Source: an optimization exercise on an open RTL-to-GDS flow (aim: small area, a short achievable clock period and few clock cycles per item). Production flows keep margins and buffers that such runs may drop. The RTL was checked by simulation tests, not by an equivalence proof against the original design. Power and IR drop assume default switching activity.

==> flow/design.v (excerpt) <==
module non_restoring_div #(parameter N = 16) (
    input  logic clk, rst_n, start,
    input  logic [N-1:0] dividend, divisor,
    output logic [N-1:0] quotient, remainder,
    output logic ready
);
clock: 5.0 ns
lec_check: 0
abc_area: 1
cap_margin: 20
core_margin: 2
core_utilization: 40
setup_slack_margin: 2.7
slew_margin: 20
standard.sh (not shown) runs the stock make flow with config.mk's settings and CLKGATE_MAP_FILE= SYNTH_SCRIPT=/design/flow/synth_recipe.tcl, a recipe that flattens the netlist after the stock synthesis.
==> flow/flow/run.sh <==
#!/bin/bash
set -euo pipefail
export BUFFER_PORTS_ARGS="-buffer_cell sky130_fd_sc_hd__buf_1"
bash standard.sh ADDER_MAP_FILE= finish > flow.log 2>&1
The baseline produced a clean layout.
Testbench counts at the start, summed over its fixed seeds: cycles 14,556, items 3,200.
Rerun with:
==> flow/flow/run.sh (replaced) <==
#!/bin/bash
set -euo pipefail
export BUFFER_PORTS_ARGS="-buffer_cell sky130_fd_sc_hd__buf_2"
bash standard.sh ADDER_MAP_FILE= finish > flow.log 2>&1
ABC_AREA = default   (was 1)
ABC_CLOCK_PERIOD_IN_PS = 2500   (was default)
SETUP_SLACK_MARGIN = 2.5   (was 2.7)
Flip-flop and latch count does not change; power rises by 3.1%; core utilization came out higher by 2.0 points; non-clock buffer count came out lower by 2; final area came out higher by 2.7%; setup slack degrades by 0.60 ns; global-route usage goes up by 1.6 points; critical path depth decreases by 6; count of clock-buffer cells in the layout goes down by 1; hold slack stays flat.
Rerun with:
==> flow/flow/run.sh (replaced) <==
#!/bin/bash
set -euo pipefail
export BUFFER_PORTS_ARGS="-buffer_cell sky130_fd_sc_hd__buf_1"
bash standard.sh ADDER_MAP_FILE= finish > flow.log 2>&1
ABC_AREA = 1   (was default)
ABC_CLOCK_PERIOD_IN_PS = default   (was 2500)
PLACE_DENSITY = 0.75   (was default)
SETUP_SLACK_MARGIN = 2.2   (was 2.5)
Clock power drops by about 4%. Sequential share of layout area climbs by 2.1 points. Global-route usage drops by 1.1 points.
Rerun with:
==> flow/flow/run.sh (replaced) <==
#!/bin/bash
set -euo pipefail
export BUFFER_PORTS_ARGS="-buffer_cell sky130_fd_sc_hd__buf_2"
bash standard.sh ADDER_MAP_FILE= finish > flow.log 2>&1
PLACE_DENSITY = default   (was 0.75)
SETUP_SLACK_MARGIN = 2.6   (was 2.2)
Result: The changed run produced a clean layout; setup slack is better by 0.10 ns; critical path depth rose by 3; via count fell slightly; clock-buffer cell count climbs by 1; sequential share of layout area decreases by 1.3 points.

========
non_restoring_div, a different RTL version from the one above (not shown whole).
For scale: roughly 55 flip-flops, ~4200 sq um of cells after synthesis.
==> flow/config.mk <==
export PLATFORM = sky130hd
export DESIGN_NAME = non_restoring_div
export DESIGN_NICKNAME = non_restoring_div
export VERILOG_FILES = /design/flow/design.v
export SDC_FILE = /design/flow/constraint.sdc
export NUM_CORES = 4
export LEC_CHECK = 0
export ABC_CLOCK_PERIOD_IN_PS = 2500
export CAP_MARGIN = 20
export CORE_MARGIN = 2
export CORE_UTILIZATION = 40
export SETUP_SLACK_MARGIN = 2.5
export SLEW_MARGIN = 20
==> flow/constraint.sdc <==
create_clock -name core_clock -period 5.0 [get_ports {clk}]
set_input_delay 1.0000 -clock core_clock [delete_from_list [all_inputs] [get_ports {clk}]]
set_output_delay 1.0000 -clock core_clock [all_outputs]
set_load 0.01 [all_outputs]
==> flow/flow/run.sh <==
#!/bin/bash
set -euo pipefail
export BUFFER_PORTS_ARGS="-buffer_cell sky130_fd_sc_hd__buf_2"
bash standard.sh > flow.log 2>&1
The baseline completed without violations.
Testbench counts at the start, summed over its fixed seeds: cycles 14,538, items 3,200.
==> next run, changes <==
==> flow/flow/run.sh (replaced) <==
#!/bin/bash
set -euo pipefail
export BUFFER_PORTS_ARGS="-buffer_cell sky130_fd_sc_hd__buf_2"
bash standard.sh ADDER_MAP_FILE= finish > flow.log 2>&1
ABC_AREA = 1   (was default)
ABC_CLOCK_PERIOD_IN_PS = default   (was 2500)
SETUP_SLACK_MARGIN = 2.6   (was 2.5)
After rerunning: Setup slack gets better by 0.29 ns. Register-to-register slack gets better by 0.22 ns. Final area decreases by 4.1%. Via count increases by 8.0%. Worst hold slack is about the same. Non-clock buffer count decreases by 7.
==> next run, changes <==
==> flow/flow/run.sh (replaced) <==
#!/bin/bash
set -euo pipefail
export BUFFER_PORTS_ARGS="-buffer_cell sky130_fd_sc_hd__buf_2"
bash standard.sh > flow.log 2>&1
ABC_AREA = default   (was 1)
ABC_CLOCK_PERIOD_IN_PS = 2500   (was default)
CORE_UTILIZATION = 65   (was 40)
SETUP_SLACK_MARGIN = 2.5   (was 2.6)
Effect:
- The changed run completed with no timing, DRC or antenna violations
- power is higher by 0.35%
- sequential power climbs by about 10%
- synthesized cell count fell by 25%
==> next run, changes <==
==> flow/flow/run.sh (replaced) <==
#!/bin/bash
set -euo pipefail
export BUFFER_PORTS_ARGS="-buffer_cell sky130_fd_sc_hd__buf_1"
bash standard.sh > flow.log 2>&1
Outcome: The changed run completed with no timing, DRC or antenna violations; count of clock-buffer cells in the layout is unchanged; setup slack is worse by 0.0048 ns; final cell count rises by 0.46%; via count barely changes; core utilization falls by 0.18 points.

========
RTL: one of the versions met above, not the one the previous note started from.
Size: ~600 cells after synthesis, about 55 flip-flops.
==> flow/config.mk <==
export PLATFORM = sky130hd
export DESIGN_NAME = non_restoring_div
export DESIGN_NICKNAME = non_restoring_div
export VERILOG_FILES = /design/flow/design.v
export SDC_FILE = /design/flow/constraint.sdc
export NUM_CORES = 4
export LEC_CHECK = 0
export ABC_AREA = 1
export CAP_MARGIN = 20
export CORE_MARGIN = 2
export CORE_UTILIZATION = 40
export SETUP_SLACK_MARGIN = 2.6
export SLEW_MARGIN = 20
==> flow/constraint.sdc <==
create_clock -name core_clock -period 5.0 [get_ports {clk}]
set_input_delay 1.0000 -clock core_clock [delete_from_list [all_inputs] [get_ports {clk}]]
set_output_delay 1.0000 -clock core_clock [all_outputs]
set_load 0.01 [all_outputs]
==> flow/flow/run.sh <==
#!/bin/bash
set -euo pipefail
export BUFFER_PORTS_ARGS="-buffer_cell sky130_fd_sc_hd__buf_1"
bash standard.sh ADDER_MAP_FILE= finish > flow.log 2>&1
The starting point produced a clean layout.
Testbench counts at the start, summed over its fixed seeds: cycles 14,556, items 3,200.
Change:
==> flow/flow/run.sh (replaced) <==
#!/bin/bash
set -euo pipefail
export BUFFER_PORTS_ARGS="-buffer_cell sky130_fd_sc_hd__buf_2"
bash standard.sh ADDER_MAP_FILE= finish > flow.log 2>&1
- SETUP_SLACK_MARGIN: 2.6 -> 2.8
The changed run completed without violations.
Synthesized area is unchanged.
Worst setup slack improved by 59 ps.
Count of clock-buffer cells in the layout does not change.
Change:
==> flow/flow/run.sh (replaced) <==
#!/bin/bash
set -euo pipefail
export BUFFER_PORTS_ARGS="-buffer_cell sky130_fd_sc_hd__buf_1"
bash standard.sh ADDER_MAP_FILE= finish > flow.log 2>&1
- PLACE_DENSITY: default -> 0.75
- SETUP_SLACK_MARGIN: 2.8 -> 2.6
The new run produced a clean layout; combinational power is lower by about 11%; synthesized area stays the same; clock power hardly moves; worst setup slack got worse by 31 ps; die area stays the same; sequential cell count does not change; total power came out lower by 7.8%.
Change:
- PLACE_DENSITY: 0.75 -> 0.85
The changed run finished clean.
First-iteration DRC count goes up by 21%.
Sequential share of layout area goes up by 0.18 points.
Routed wire length goes down by 2.8%.
Final area goes down by about 0.6%.
Die area is unchanged.
Change:
- CORE_UTILIZATION: 40 -> 55
- PLACE_DENSITY: 0.85 -> 0.75
- SETUP_SLACK_MARGIN: 2.6 -> 2.65
Effect: The changed run ran to the end with no violations. Cell area increases slightly. Core utilization increases by 18 points. Fmax decreases slightly.
Change:
- CORE_UTILIZATION: 55 -> 40
- SETUP_SLACK_MARGIN: 2.65 -> 2.4
Worst hold slack hardly moves.
Routed wire length increases by a few percent.
Flip-flop and latch count stays the same.
Worst setup slack loses 120 ps.
Count of clock-buffer cells in the layout is unchanged.
Clock power increases by a few percent.
Power decreases by a few percent.
Sequential power decreases slightly.

-- what the ideal ports hide --
Ports are ideal in the flow. The routed layouts listed here were re-timed in OpenROAD. Step 1: set_driving_cell puts a clkbuf_16 on clk and a buf_2 on each other input, an assumption about the parent block. Step 2 times the ports against the registers' clock, not the clock port: input delays grow and output delays shrink by t, the midpoint of the rising clock arrivals with the driver on. Three values: ideal ports, drivers, drivers and shift; two values: the first two.
run	t (ns)	setup WS [ns]	worst register clock-pin slew, ns
the first run of note 1	0.339	2.813 / 2.813 / 2.497	0.11 / 0.11
the second run of note 1	0.355	2.213 / 2.210 / 1.855	0.12 / 0.12
the third run of note 1	0.348	2.645 / 2.645 / 2.353	0.11 / 0.11
the fourth run of note 1	0.335	2.750 / 2.759 / 2.424	0.11 / 0.11
the first run of note 2	0.350	2.468 / 2.482 / 2.132	0.11 / 0.11
the second run of note 2	0.340	2.763 / 2.774 / 2.434	0.11 / 0.11
the third run of note 2	0.356	2.475 / 2.470 / 2.114	0.12 / 0.12
the fourth run of note 2	0.343	2.470 / 2.473 / 2.130	0.12 / 0.12
the first run of note 3	0.340	2.759 / 2.759 / 2.458	0.11 / 0.11
the second run of note 3	0.336	2.818 / 2.818 / 2.574	0.11 / 0.11
the third run of note 3	0.348	2.787 / 2.795 / 2.447	0.12 / 0.12
the fourth run of note 3	0.348	2.778 / 2.778 / 2.442	0.12 / 0.12
the fifth run of note 3	0.345	2.770 / 2.779 / 2.434	0.11 / 0.11
the sixth run of note 3	0.348	2.645 / 2.645 / 2.353	0.11 / 0.11
After both steps every run listed still meets setup and hold. The setup slack of the third run of note 2, which loses most, moves by -0.005 ns with the drivers and by -0.361 ns with both steps.
